Background: an optimization exercise with open tools, aiming at a short achievable clock period and few clock cycles. Do not read the settings as production practice.
Function not checked in this run: the RTL went through the layout flow alone.
Power figures rest on the tool's default switching activity, not on a simulated workload.

==> flow/design.v <==
`timescale 1ns/1ps
module alu(
input wire clk,
input wire rst,
input wire en,
input wire [7:0] alu_control,
input wire en_imm,
input wire [15:0] rD_data,
input wire [15:0] rS_data,
input wire [15:0] immediate,
input wire [3:0] condition,
input wire [3:0] flags_in,
input wire mem_displacement,
output wire should_branch,
output wire [15:0] out,
output wire [15:0] mem_data,
output reg write,
output wire [3:0] flags_out,
output reg [15:0] SP_out,
output wire lr_wr_en
);
wire [15:0] data1;
wire [15:0] data2;
reg [16:0] s_output;
reg s_should_branch;
reg s_data1_sign;
reg s_data2_sign;
reg s_lr_wr_en;
wire [3:0] s_flags;
reg ov_op;
reg [15:0] s_mem_data;    
    assign data1 = rD_data;
    assign data2 = en_imm ? immediate : rS_data;
    assign out = s_output[15:0];
    assign should_branch = s_should_branch;
    assign s_flags[0] = s_output[15:0] == 16'h 0000 ? 1'b 1 : 1'b 0;
    assign s_flags[1] = s_output[16];
    assign s_flags[2] = s_output[15];
    assign s_flags[3] = ov_op == 1'b 1 && s_data1_sign == s_data2_sign && s_data1_sign != s_output[15] ? 1'b 1 : 1'b 0;
    assign flags_out = s_flags;
    assign mem_data = s_mem_data;
    assign lr_wr_en = s_lr_wr_en;
    always @(posedge clk) begin
        if(rst == 1'b 1) begin
            s_output <= 17'h 0;
            s_should_branch <= 1'b 0;
            s_lr_wr_en <= 1'b 0;
        end
        else if(en == 1'b 1) begin
            case(alu_control)
            8'h01,8'h02,8'h1F,8'h20,8'h15 : begin
                ov_op <= 1'b 1;
            end
            default : begin
                ov_op <= 1'b 0;
            end
            endcase
            case(alu_control)
            8'h15, 8'h22, 8'h14, 8'h16, 8'h03, 8'h23, 8'h17, 8'h18: begin
                write <= 1'b 0;
            end
            default : begin
                write <= 1'b 1;
            end
            endcase
            case(alu_control)
            8'h16 : begin
                s_should_branch <= get_should_branch(flags_in,condition);
            end
            8'h17 : begin
                if(get_should_branch(flags_in, condition) == 1) begin
                    s_should_branch <= 1;
                    s_lr_wr_en <= 1;
                end
                else begin
                    s_should_branch <= 0;
                    s_lr_wr_en <= 0;
                end
            end
            8'h18: begin
                s_should_branch <= 1;
            end
            default : begin
                s_should_branch <= 1'b 0;
                s_lr_wr_en <= 0;
            end
            endcase
            case(alu_control)
            8'h01 : begin
                s_output <= (data1 + data2);
                s_data1_sign <= data1[15];
                s_data2_sign <= data2[15];
            end
            8'h02 : begin
                s_output <= (data1 - data2);
                s_data1_sign <= data1[15];
                s_data2_sign <=    ~data2[15];
            end
            8'h1F : begin
                s_output <= (data1 + data2 + {15'b 0,flags_in[1]});
                s_data1_sign <= data1[15];
                s_data2_sign <= data2[15];
            end
            8'h20 : begin
                s_output <= (data1 - data2 - {15'b 0,flags_in[1]});
                s_data1_sign <= data1[15];
                s_data2_sign <=    ~data2[15];
            end
            8'h0D : begin
                s_output[15:0] <= data2;
                s_output[16] <= 1'b 0;
            end
            8'h0E : begin
                s_output[15:0] <= data1 & data2;
                s_output[16] <= 1'b 0;
            end
            8'h0F : begin
                s_output[15:0] <= data1 | data2;
                s_output[16] <= 1'b 0;
            end
            8'h10 : begin
                s_output[15:0] <= data1 ^ data2;
                s_output[16] <= 1'b 0;
            end
            8'h11 : begin
                s_output[15:0] <=    ~data1;
                s_output[16] <= 1'b 0;
            end
            8'h12 : begin
                s_output[15:0] <=  -data1;
                s_output[16] <= 1'b 0;
            end
            8'h19 : begin
                s_output <= {1'b0,data1} << data2; 
            end
            8'h1A : begin
                s_output <= {1'b0,data1} >> data2; 
            end
            8'h24 : begin
                s_output[15:0] <= $signed(data1) >>> $unsigned(data2[3:0]); 
                s_output[16] <= 0;
            end
            8'h1B : begin
                s_output[15:0] <= {data1,data1} >> (16-data2[3:0]);
                s_output[16] <= 1'b 0;
            end
            8'h1C : begin
                s_output <= {1'b0,16'hbeef};
            end
	    8'h1D: begin
	       case(condition)
		 0:
		   s_output <= {12'b0, flags_in};
		 default:
		   s_output <= 16'b0;
	       endcase  
	    end
            8'h15 : begin
                s_output <= (data1 - data2);
                s_data1_sign <= data1[15];
                s_data2_sign <=    ~data2[15];
            end
            8'h16 : begin
                if(en_imm == 1'b 1) begin
                    s_output <= {1'b 0,immediate};
                end
                else begin
                    s_output <= {1'b 0,data1};
                end
            end
            8'h17 : begin
                if(en_imm == 1'b1) begin
                    s_output <= {1'b0, immediate};
                end
                else begin
                    s_output <= {1'b0, data1};
                end
            end
            8'h18: begin
                s_output <= {1'b0,immediate};  
            end
            8'h14 : begin
                if(mem_displacement == 1'b 1) begin
                    s_output[15:0] <= rS_data + immediate;
                end
                else begin
                    s_output[15:0] <= data2;
                end
                s_mem_data <= data1;
            end
            8'h13 : begin
                if(mem_displacement == 1'b 1) begin
                    s_output[15:0] <= rS_data + immediate;
                end
                else begin
                    s_output[15:0] <= data2;
                end
            end
            8'h21 : begin
                s_output[16:0] <= {16'b000,get_should_branch(flags_in,condition)};
            end
            8'h22: begin
                s_output[15:0] <= data1 & data2;
                s_output[16] <= 0;
            end
            8'h03 : begin
                if(en_imm == 1'b 1) begin
                    s_mem_data <= immediate;
                end
                else begin
                    s_mem_data <= rD_data;
                end
                s_output[15:0] <= (((rS_data)) - 2);
                SP_out <= (((rS_data)) - 2);
            end
            8'h23: begin
                s_mem_data <= immediate;  
                s_output <= rS_data - 16'h2;
                SP_out <= rS_data - 16'h2;
            end
            8'h04 : begin
                s_output[15:0] <= rS_data;
                SP_out <= (((rS_data)) + 2);
            end
            default : begin
                s_output <= {1'b 0,16'h 0000};
            end
            endcase
        end
    end
    function get_should_branch;
    input [3:0] flags;
    input [3:0] code;
    begin
    case (code)
        4'b1111: get_should_branch = 1;
        4'b0001: get_should_branch = flags[0];
        4'b0010: get_should_branch = ~flags[0];
        4'b0011: get_should_branch = flags[3];
        4'b0100: get_should_branch = ~flags[3];
        4'b0101: get_should_branch = ~flags[1] & ~flags[0];
        4'b0110: get_should_branch = flags[1] | flags[0];
        4'b0111:  get_should_branch = ~flags[2];
        4'b1000:  get_should_branch = flags[2];
        4'b1001: get_should_branch = flags[1];
        4'b1010: get_should_branch = ~flags[1];
        4'b1011:  get_should_branch = 
            ~flags[2] ^ flags[3];
        4'b1100: get_should_branch = 
            (~flags[2] ^ flags[3]) & ~flags[0];
        4'b1101: get_should_branch =
            (flags[2] ^ flags[3]) | flags[0];
        4'b1110:  get_should_branch =
            flags[2] ^ flags[3];
        default:       get_should_branch = 0;
    endcase
    end
    endfunction
endmodule
`timescale 1ns/1ps
module control(
 input wire 			  clk,
 input wire 			  en,
 input wire 			  rst,
 input wire 			  en_mem,
 input wire 			  mem_wait,
 input wire 			  should_branch,
 input wire 			  imm,
 output reg [7:0] control_o,
 output reg [1:0] 		  pc_op
);
   localparam 			 
     RST = 0,
     FETCH = 4'h1,
     DECODE = 4'h2,
     REG_READ = 4'h3,
     ALU = 4'h4,
     MEM = 4'h5,
     REG_WR = 4'h6,
     PC_DELAY = 4'h7,
     MEM_DELAY = 4'h8;
   reg [3:0] 			 
				state, next_state;
   always @(posedge clk) begin
      if(rst)
	state <= 0;
      else if(en)
	state <= next_state;
   end  
   always @( should_branch or state) begin
      control_o <= 0;
	case(state)
	  FETCH:
	    control_o[0] <= 1;
	  DECODE:
	    control_o[1] <= 1;
	  REG_READ:
	    control_o[2] <= 1;
	  ALU:
	    control_o[3] <= 1;
	  REG_WR:begin
	     if(!should_branch)
	       control_o[0] <= 1;
	     control_o[5] <= 1;
	     end
	  MEM:
	    control_o[4] <= 1;
	  PC_DELAY:
	    control_o[6] <= 1;
	  default:
	    control_o <= 0;
	endcase  
   end
   always @( imm or should_branch or state) begin
      pc_op <= 2'b00;
      case(state)
	RST:
	  pc_op <= 2'b11;
        REG_READ:
	  if(imm)
	    pc_op <= 2'b01;
	FETCH:
	  pc_op <= 2'b01;
	REG_WR:
	  if(!should_branch)
	    pc_op <= 2'b01;
	  else
	    pc_op <= 2'b10;
      endcase  
   end
   always @( en_mem or mem_wait or should_branch or state) begin
      case(state)
	FETCH:
	  next_state <= DECODE;
	DECODE:
	  next_state <= REG_READ;
	REG_READ:
	  next_state <= ALU;
	ALU:
	   if(en_mem)
	     next_state <= MEM;
	   else
	     next_state <= REG_WR;
	MEM:
	  if(mem_wait)
	    next_state <= MEM;
	  else
	    next_state <= MEM_DELAY;
	REG_WR:
	  if(should_branch)
	    next_state <= PC_DELAY;
	  else
	    next_state <= DECODE;
	PC_DELAY:
	  next_state <= FETCH;
	MEM_DELAY:
	  next_state <= REG_WR;
	default:
	  next_state <= FETCH;
      endcase  
   end
   reg [71:0]		state_ascii;		 
   always @(state) begin
       case ({state})
	 RST:       state_ascii = "rst      ";
	 FETCH:     state_ascii = "fetch    ";
	 DECODE:    state_ascii = "decode   ";
	 REG_READ:  state_ascii = "reg_read ";
	 ALU:       state_ascii = "alu      ";
	 MEM:       state_ascii = "mem      ";
	 REG_WR:    state_ascii = "reg_wr   ";
	 PC_DELAY:  state_ascii = "pc_delay ";
	 MEM_DELAY: state_ascii = "mem_delay";
	 default:   state_ascii = "%Error   ";
       endcase
   end
endmodule  
`timescale 1ns/1ps
module decoder(
input wire clk,
input wire en,
input wire [15:0] instruction,
output wire [7:0] alu_control,
output wire [2:0] rD_sel,
output wire [2:0] rS_sel,
output wire [15:0] immediate,
output wire en_immediate,
output wire next_word,
output reg en_mem,
output reg mem_displacement,
output reg mem_byte,
output reg lr_is_input,
output reg [3:0] condition
);
reg [7:0] s_alu_control;
reg [2:0] s_rD_sel;
reg [2:0] s_rS_sel;
reg [15:0] s_immediate;
reg s_en_imm;
reg s_next_word;
wire [7:0] opcode;
assign opcode = instruction[15:8];
assign alu_control = s_alu_control;
assign rD_sel = s_rD_sel;
assign rS_sel = s_rS_sel;
assign immediate = s_immediate;
assign en_immediate = s_en_imm;
assign next_word = s_next_word;
always @(posedge clk) begin : P1
    if(en == 1'b 1) begin
        if((((opcode)) <= ((8'h0C)) && ((opcode)) >= ((8'h05)))) begin
            s_en_imm <= 1'b 1;
            s_alu_control <= 8'h0D;
            s_next_word <= 1'b 0;
            s_immediate <= {8'h 00,instruction[7:0]};
            case(opcode)
            8'h05 : begin
                s_rD_sel <= 3'b 000;
            end
            8'h06 : begin
                s_rD_sel <= 3'b 001;
            end
            8'h07 : begin
                s_rD_sel <= 3'b 010;
            end
            8'h08 : begin
                s_rD_sel <= 3'b 011;
            end
            8'h09 : begin
                s_rD_sel <= 3'b 100;
            end
            8'h0A : begin
                s_rD_sel <= 3'b 101;
            end
            8'h0B : begin
                s_rD_sel <= 3'b 110;
            end
            8'h0C : begin
                s_rD_sel <= 3'b 111;
            end
            default : begin
            end
            endcase
        end
        else begin
            s_alu_control <= {1'b 0,opcode[6:0]};
            s_en_imm <= instruction[15];
            s_next_word <= instruction[15];
            s_rD_sel <= instruction[2:0];
            s_immediate <= 16'h 0000;
            if(opcode == 8'h03 || opcode == 8'h04 ||
               opcode == 8'h83 || opcode == 8'h23) begin
                s_rS_sel <= ~instruction[5:3];
            end
            else begin
                s_rS_sel <= instruction[5:3];
            end
        end
        if(opcode == 8'h14 || opcode == 8'h13 || opcode == 8'h93 ||
           opcode == 8'h94 || opcode == 8'h03 || opcode == 8'h83 ||
           opcode == 8'h04 || opcode == 8'h23) begin
            en_mem <= 1'b 1;
            if(opcode == 8'h14 || opcode == 8'h13 ||
               opcode == 8'h93 || opcode == 8'h94) 
                mem_byte <= instruction[7];
            else
                mem_byte <= 0;
        end
        else begin
            mem_byte <= 1'b 0;
            en_mem <= 1'b 0;
        end
        if(opcode == 8'h93 || opcode == 8'h94) begin
            mem_displacement <= instruction[6];
        end
        else begin
            mem_displacement <= 1'b 0;
        end
        if(opcode == 8'h18 || opcode == 8'h23)
            lr_is_input <= 1;
        else
            lr_is_input <= 0;
        if(opcode == 8'h16 || opcode == 8'h96 ||
           opcode == 8'h21 || opcode == 8'h17 ||
           opcode == 8'h97 ) begin
            condition <= instruction[6:3];
        end
        else begin
            condition <= 4'b 0000;
        end
    end
end
endmodule
`timescale 1ns/1ps
module pc_unit(
clk,
en,
rst,
pc_in,
pc_op,
pc_out
);
input clk;
input en;
input rst;
input [15:0] pc_in;
input [1:0] pc_op;
output [15:0] pc_out;
wire clk;
wire en;
wire [15:0] pc_in;
wire [1:0] pc_op;
wire [15:0] pc_out;
reg [15:0] pc;
  assign pc_out = pc;
  always @(posedge clk) begin
    if(rst == 1) 
        pc <= 0;
    else if(en == 1'b 1) begin
      case(pc_op)
      2'b00 : begin
        pc <= pc;
      end
      2'b01 : begin
        pc <= (((pc)) + 2);
      end
      2'b10 : begin
        pc <= pc_in;
      end
      2'b11 : begin
        pc <= 16'h 0000;
      end
      default : begin
      end
      endcase
    end
  end
endmodule
`timescale 1ns/1ps
module register_unit(
    input  clk,
    input  en,
    input  rst,
    input  wr_en,
    input  rS_wr_en,
    input  [2:0] rD_sel,
    input  [2:0] rS_sel,
    input  [15:0] rD_data_in,
    output [15:0] rD_data_out,
    input  [15:0] rS_data_in,
    output [15:0] rS_data_out);
    reg [15:0] registers[0:7];
    integer i;
    reg [15:0] rD_data;
    reg [15:0] rS_data;
    assign rD_data_out = rD_data;
    assign rS_data_out = rS_data;
always @(posedge clk)
    if(rst == 1)
        for(i=0;i<8;i=i+1)
            registers[i] <= 0;
    else if(en == 1) begin
        rD_data <= registers[rD_sel];
        rS_data <= registers[rS_sel];
        if (wr_en == 1) 
            registers[rD_sel] <= rD_data_in;
        if (rS_wr_en == 1)
            registers[rS_sel] <= rS_data_in;
    end
endmodule
`timescale 1ns/1ps
module lr(input clk,
    input rst,
    input wr_en,
    input [15:0] lr_in,
    output [15:0] lr_out);
reg [15:0] link_register;
assign lr_out = link_register;
always @(posedge clk) begin
    if(rst == 1)
        link_register <= 0;
    else if(wr_en == 1)
        link_register <= lr_in;
end
endmodule
`timescale 1ns/1ps
module d16_core(
    input         clk,
    input         rst_n,
    output [14:0] mem_addr,    
    output [1:0]  mem_wmask,   
    output [15:0] mem_wdata,
    input  [15:0] mem_rdata    
);
wire [15:0]             SP_out;
wire [7:0]              alu_control;
wire [3:0]              condition;
wire [7:0] control_state;
wire [15:0]             data_out;
wire                    en_mem;
wire [3:0]              flags_out;
wire [15:0]             immediate;
wire                    mem_byte;
wire [15:0]             mem_data;
wire                    mem_displacement;
wire                    mem_wait;
wire                    next_word;
wire [15:0]             alu_output;
wire [15:0]             pc_out;
wire [2:0]              rD_sel;
wire [2:0]              rS_sel;
wire                    should_branch;
wire                    alu_wr_en;
wire                    en_immediate;
wire [15:0]             rD_data;
wire [15:0]             rS_data;
wire [15:0]             pc_in;
wire [15:0]             dec_immediate;
wire en_alu, en_pc, en_decoder, en_register;
wire [15:0]             addr;
wire [15:0]             mem_addr_out;
wire [15:0]             rS_data_in, rD_data_in;
wire [15:0]             data_in;
wire write_enable, byte_enable, byte_select;
wire reg_write_enable, rS_wr_en;
wire en;
wire rst;
wire [15:0] lr_in, lr_out;
wire lr_wr_en, alu_lr_wr_en;
wire lr_is_input, dec_lr_is_input;
wire [1:0]              pc_op;
reg [3:0]              flags_in;
reg [15:0]             instruction;
reg [15:0] 	       mem_out_reg;
reg                    rd_byte, rd_byte_sel;
alu alu(
        .should_branch                  (should_branch),
        .out                            (alu_output[15:0]),
        .mem_data                       (mem_data[15:0]),
        .write                          (alu_wr_en),
        .flags_out                      (flags_out[3:0]),
        .SP_out                         (SP_out[15:0]),
        .clk                            (clk),
        .rst                            (rst),
        .en                             (en_alu),
        .alu_control                    (alu_control[7:0]),
        .en_imm                         (en_immediate),
        .rD_data                        (rD_data[15:0]),
        .rS_data                        (rS_data[15:0]),
        .immediate                      (immediate[15:0]),
        .condition                      (condition[3:0]),
        .flags_in                       (flags_in[3:0]),
        .mem_displacement               (mem_displacement),
        .lr_wr_en                       (alu_lr_wr_en));
control control(
                .control_o              (control_state[7:0]),
		.pc_op			(pc_op[1:0]),
                .clk                    (clk),
                .en                     (en),
                .rst                    (rst),
                .en_mem                 (en_mem),
                .mem_wait               (mem_wait),
                .should_branch          (should_branch),
		.imm			(instruction[15]));
decoder decoder(
                .alu_control            (alu_control[7:0]),
                .rD_sel                 (rD_sel[2:0]),
                .rS_sel                 (rS_sel[2:0]),
                .immediate              (dec_immediate[15:0]),
                .en_immediate           (en_immediate),
                .next_word              (next_word),
                .en_mem                 (en_mem),
                .mem_displacement       (mem_displacement),
                .mem_byte               (mem_byte),
                .condition              (condition[3:0]),
                .lr_is_input            (dec_lr_is_input),
                .clk                    (clk),
                .en                     (en_decoder),
                .instruction            (instruction[15:0]));
pc_unit pc_unit(
                .pc_out                 (pc_out[15:0]),
                .clk                    (clk),
                .en                     (en_pc),
                .rst                    (rst),
                .pc_in                  (pc_in[15:0]),
                .pc_op                  (pc_op[1:0]));
register_unit reg_unit(
                       .rD_data_out     (rD_data[15:0]),
                       .rS_data_out     (rS_data[15:0]),
                       .clk             (clk),
                       .en              (en_register),
                       .rst             (rst),
                       .wr_en           (reg_write_enable),
                       .rS_wr_en        (rS_wr_en),
                       .rD_sel          (rD_sel[2:0]),
                       .rS_sel          (rS_sel[2:0]),
                       .rD_data_in      (rD_data_in[15:0]),
                       .rS_data_in      (rS_data_in[15:0]));
lr lr(
      .lr_out                           (lr_out[15:0]),
      .clk                              (clk),
      .rst                              (rst),
      .wr_en                            (lr_wr_en),
      .lr_in                            (lr_in[15:0]));
    assign mem_addr = addr[14:0];
    assign mem_wmask = !write_enable ? 2'b00 :
                       !byte_enable  ? 2'b11 :
                       byte_select   ? 2'b10 : 2'b01;
    assign mem_wdata = byte_enable ? {data_in[7:0], data_in[7:0]} : data_in;
    assign data_out = !rd_byte ? mem_rdata :
                      rd_byte_sel ? {8'b0, mem_rdata[15:8]} : {8'b0, mem_rdata[7:0]};
    always @(posedge clk) begin
        rd_byte <= byte_enable;
        rd_byte_sel <= byte_select;
    end
    assign en_alu = control_state[3];
    assign en_decoder = control_state[1];
    assign en_pc = control_state[0] | control_state[2] | control_state[5];
    assign en_register = control_state[2] | control_state[5];
    assign write_enable = control_state[4] &&
        ({1'b0,instruction[14:8]} == 8'h14 ||
         {1'b0,instruction[14:8]} == 8'h03 ||
         {1'b0,instruction[14:8]} == 8'h23);
    assign reg_write_enable = control_state[5] ? alu_wr_en : 0;
    assign immediate = lr_is_input ? lr_out : (next_word ? data_out : dec_immediate);
    assign rD_data_in = en_mem ? mem_out_reg : alu_output;
    assign pc_in = alu_output;
	assign mem_addr_out = control_state[4]? alu_output : pc_out;
	assign byte_select = mem_addr_out[0];
    assign byte_enable = control_state[4]? mem_byte : 0;
    assign addr = {1'b0,mem_addr_out[15:1]};
    assign rS_data_in = SP_out;
    assign rS_wr_en = (instruction[14:8] == 8'h03 ||
					   instruction[14:8] == 8'h04 ||
					   instruction[14:8] == 8'h23)
						&& control_state[5]? 1 : 0;
    assign data_in = mem_data;
    assign en = rst_n;  
    assign rst = ~rst_n;
    assign lr_in = pc_out;
    assign lr_wr_en = control_state[5] ? alu_lr_wr_en : 0;
    assign lr_is_input = dec_lr_is_input && control_state[3];
    assign mem_wait = 1'b0;
    always @(posedge clk) begin
		if (rst_n == 0)
		  flags_in <= 0;
	else begin
	   if(control_state[0])
		 instruction <= data_out;
	   if(control_state[1])
	     flags_in <= flags_out;
	end
    end
    always @(posedge clk) begin
	mem_out_reg <= data_out;
    end
endmodule
==> flow/run.sh <==
#!/bin/bash
# synth_recipe.tcl (not shown) runs the flow's synth.tcl, then flattens the netlist and writes it again
# the make line also repeats each setting of config.mk as NAME=value (left out here)
make -C /OpenROAD-flow-scripts/flow DESIGN_CONFIG=/design/flow/config.mk WORK_HOME=/design/flow/orfs CLKGATE_MAP_FILE= SYNTH_SCRIPT=/design/flow/synth_recipe.tcl finish
==> flow/config.mk <==
export PLATFORM = sky130hd
export DESIGN_NAME = d16_core
export DESIGN_NICKNAME = d16_core
export VERILOG_FILES = /design/flow/design.v
export SDC_FILE = /design/flow/constraint.sdc
export NUM_CORES = 4
export LEC_CHECK = 0
export CAP_MARGIN = 20
export CORE_MARGIN = 2
export CORE_UTILIZATION = 40
export PLACE_DENSITY = 0.6
export SLEW_MARGIN = 20
==> flow/constraint.sdc <==
create_clock -name core_clock -period 9.0 [get_ports {clk}]
set_input_delay 1.8000 -clock core_clock [delete_from_list [all_inputs] [get_ports {clk}]]
set_output_delay 1.8000 -clock core_clock [all_outputs]
set_load 0.01 [all_outputs]
==> results by group <==
Timing
  – Final Skew: 0.0314 ns
  – Setup_tns: 0 ns
  – RSZ-0062 raised after global routing: false
  – Crit share post-route: 78.7%
  – Final min period: 7.09 ns
  – Max Clk Rate: 0.141 GHz
  – Hold slack: 0.473 ns
  – Worst Max-Slew Pin Slew: 1.09 ns
  – Final worst slack: 1.91 ns
  – Max-slew headroom: 27.2%
  – Endpoints failing setup: 0
  – Count of final hold-check violations: 0
  – Slew Viols, Final: 0

Worst setup path
  – Worst endpoint data arrival time: 7.48 ns
  – CP Class: input pin to flop
  – Critical path capture point type: flop
  – Crit-path max FO: 6
  – Critical path launch point type: input pin
  – CP required: 9.39 ns

Clock tree
  – CTS tree: done
  – Setup bufs post-CTS: 0
  – Root Buffer Master: clkbuf_16
  – CTS Buf Count: 37
  – Clk buf depth: 3
  – Post-CTS resize count: 0
  – Clk slew on worst S/H paths: 0.06 ns
  – H-tree lvl count: 2
  – Worst-Skew Late Latency: 0.59 ns
  – CTS Hold Bufs: 0
  – CTS Sinks: 320

Power
  – Maximum vdd drop: 0.000159 V
  – Power Dens Cells: 178 nW/µm²
  – Leakage power figure: 0.0102 µW

Yosys
  – Mapped Area: 25,800 µm²
  – Top post-synthesis cells by count: nand2_1, nor2_1, edfxtp_1, clkbuf_1, a21oi_1
  – Ys flop type: edfxtp_1
  – #FFs+latches synth: 320
  – Syn Area/Cell: 8.58 µm²
  – Synth warn: 7
  – Number of synthesized flops with an enable pin: 243
  – Syn Nets: 3,095
  – Top cells by area, synth: edfxtp_1, dfxtp_1, nand2_1, mux2i_1, o31ai_1
  – Async set-reset flop share out of synthesis: 0%
  – Synth unique cells: 113
  – Cell with the most instances after synthesis: nand2_1
  – Seq/Total Area, Yosys: 34.3%
  – Syn Inst Count: 3,001
  – Top cell type's share of synthesized area: 28.3%
  – Cell taking the most area after synthesis: edfxtp_1

Final layout
  – Most flop-heavy register: reg_unit.registers
  – Share of layout cells above drive strength 1: 11.4%
  – Top Registers: reg_unit.registers (128), alu.s_output (17)
  – Area Growth Syn to Fin: 10.8%
  – Post-layout net count: 3,042
  – Largest register FFs: 128

Global route
  – Vias in the first global route: 24.8k
  – Total congestion overflow: 0
  – Largest net degree at the start of global routing: 52
  – Initial antenna violation count: 4
  – First-pass GRT wire length: 191,000 µm
  – Overall Global Routing Usage: 40.3%

Drt
  – DRC errors left: 0
  – Drt wl/cell: 35.8 µm
  – DR iter-0 viols: 3,354
  – Drt via density: 6.83
  – Detailed Route WL: 137,000 µm
  – Initial DRT Pass Iterations: 8
  – Vias: 26.2k
  – Routed Antenna Nets: 0

Floorplanning
  – Die Area: 66,400 µm²
  – Site Rows: 93
  – Core region area: 64,000 µm²
  – Die W: 258 µm
  – Die height: 258 µm
  – IO Pins: 51
  – Initial core utilization: 40.2%

Job
  – Max-capacitance violation count: 0

Placed design
  – DP HPWL: 102,000 µm
  – Place WS: 1.52 ns
  – Routability congestion estimate: 1.06
  – Port bufs: 50

Status
  – Status: timing/DRC/antenna clean

Min path
  – Worst min-delay path class: flop to flop
==> final cells by class <==
type                    instances  area, µm²
multi-input cells            2335      15600
repair buffers                169       1400
inverters                      85        319
clock buffers                  46       1030
flip-flops and latches        320       8840
fillers                      6314      35500
clock inverters                21        235
diodes                          2       5.00
well taps                     855       1070
==> cell usage in the layout (no fill, tap or decap), types with 18 or more instances in the layout <==
cell type,instances
nand2_1,378
nor2_1,247
edfxtp_1,243
a21oi_1,149
o31ai_1,135
o21ai_0,127
buf_4,118
mux2i_1,109
a22oi_1,93
nand3_1,79
dfxtp_1,77
inv_1,75
ha_1,73
xnor2_1,62
nor3_1,61
mux2_2,50
clkdlybuf4s50_1,50
nand4_1,45
o211ai_1,42
clkbuf_16,38
and3_1,37
xor2_1,37
a31oi_1,33
and2_1,33
a211oi_1,33
nor2b_1,30
a221oi_1,25
a21o_1,22
nor4_1,22
nand2b_1,21
or3_1,19
or2_2,18
==> cells by family (layout without fill, tap and decap cells) <==
| group | after synthesis | count (layout) | share of synthesized area, % |
|---|---|---|---|
| compound gates | 905 | 905 | 25.0 |
| xor+xnor | 101 | 101 | 3.54 |
| fa+ha+maj | 76 | 76 | 3.78 |
| buf+inv | 346 | 321 | 5.52 |
| flops | 320 | 320 | 34.3 |
| mux | 174 | 174 | 7.69 |
| other cells | 0 | 2 | 0 |
| simple gates | 1079 | 1079 | 20.1 |
==> metal layers <==
| layer | wire (µm) | track usage, % | part of all wire, % |
|---|---|---|---|
| met5 | 13 | 0 | 0.0095 |
| met2 | 60900 | 63.6 | 44 |
| met4 | 11700 | 28.1 | 8.6 |
| met3 | 13200 | 8.30 | 9.7 |
| met1 | 51200 | 49.4 | 37 |
==> worst paths after layout <==
kind | start | end | slack [ns] | cells after the start
max | mem_rdata[13] | alu.s_output[9] | 1.91 | 14
min | pc_unit.pc[0] | lr.link_register[0] | 0.47 | 2
max reg2reg | control.state[2] | alu.s_output[9] | 2.65 | 14
min reg2reg | pc_unit.pc[0] | lr.link_register[0] | 0.47 | 2
==> metrics by stage <==
| stage | power (µW) | utilization (%) | cells | cell area [µm²] |
|---|---|---|---|---|
| 2_1_floorplan | 2870 | - | 3001 | 25800 |
| 3_3_place_gp | 3470 | 42.5 | 3763 | 27200 |
| 3_5_place_dp | 3480 | 42.6 | 3763 | 27200 |
| 4_1_cts | 5030 | 44.6 | 3830 | 28500 |
| 5_1_grt | 5240 | 44.6 | 3832 | 28500 |
| 6_report | 5090 | 44.6 | 3833 | 28500 |
==> worst max-delay path, cell delays in order <==
cell and delay [ns]:
clkdlybuf4s50_1 0.60, and3_1 0.28, a211o_1 0.28, a21oi_1 0.55
inv_1 0.33, ha_1 0.29, a2111o_1 0.38, a31o_2 0.25
a41oi_1 0.34, xnor2_1 0.18, a2111oi_0 0.80, o311ai_1 0.26
a2111oi_0 0.85, a31oi_1 0.26
==> where the power goes <==
group | leakage (µW) | switching, µW | total (µW) | internal (µW)
logic | 0.00660 | 1160 | 1730 | 574
registers | 0.00300 | 110 | 1780 | 1670
clock network | 0.000622 | 661 | 1570 | 909
total | 0.0102 | 1930 | 5090 | 3160

[static timing again, ports no longer ideal]
The results above use ideal ports. As a check the final layout listed here was re-extracted and re-timed, cells and wires unchanged. Step 1: set_driving_cell puts a clkbuf_16 on clk and a buf_2 on each other input, an assumption about the parent block. Step 2 also shifts input and output timing later by t, the mid clock arrival at the registers, as if the neighbouring blocks saw the same clock. Slacks: ideal / step 1 / step 2; pairs: ideal / step 1.
t, ns: 0.638
slack for setup (ns): 1.915 / 1.954 / 1.316
hold slack, ns: 0.473 / 0.473 / 0.473
worst slew at a driven data input, ns: 0.04
pins driven straight from the clock port: 1
After both steps this run still meets setup and hold. For this run, drivers alone change the setup slack by +0.039 ns; drivers and shift together by -0.599 ns.
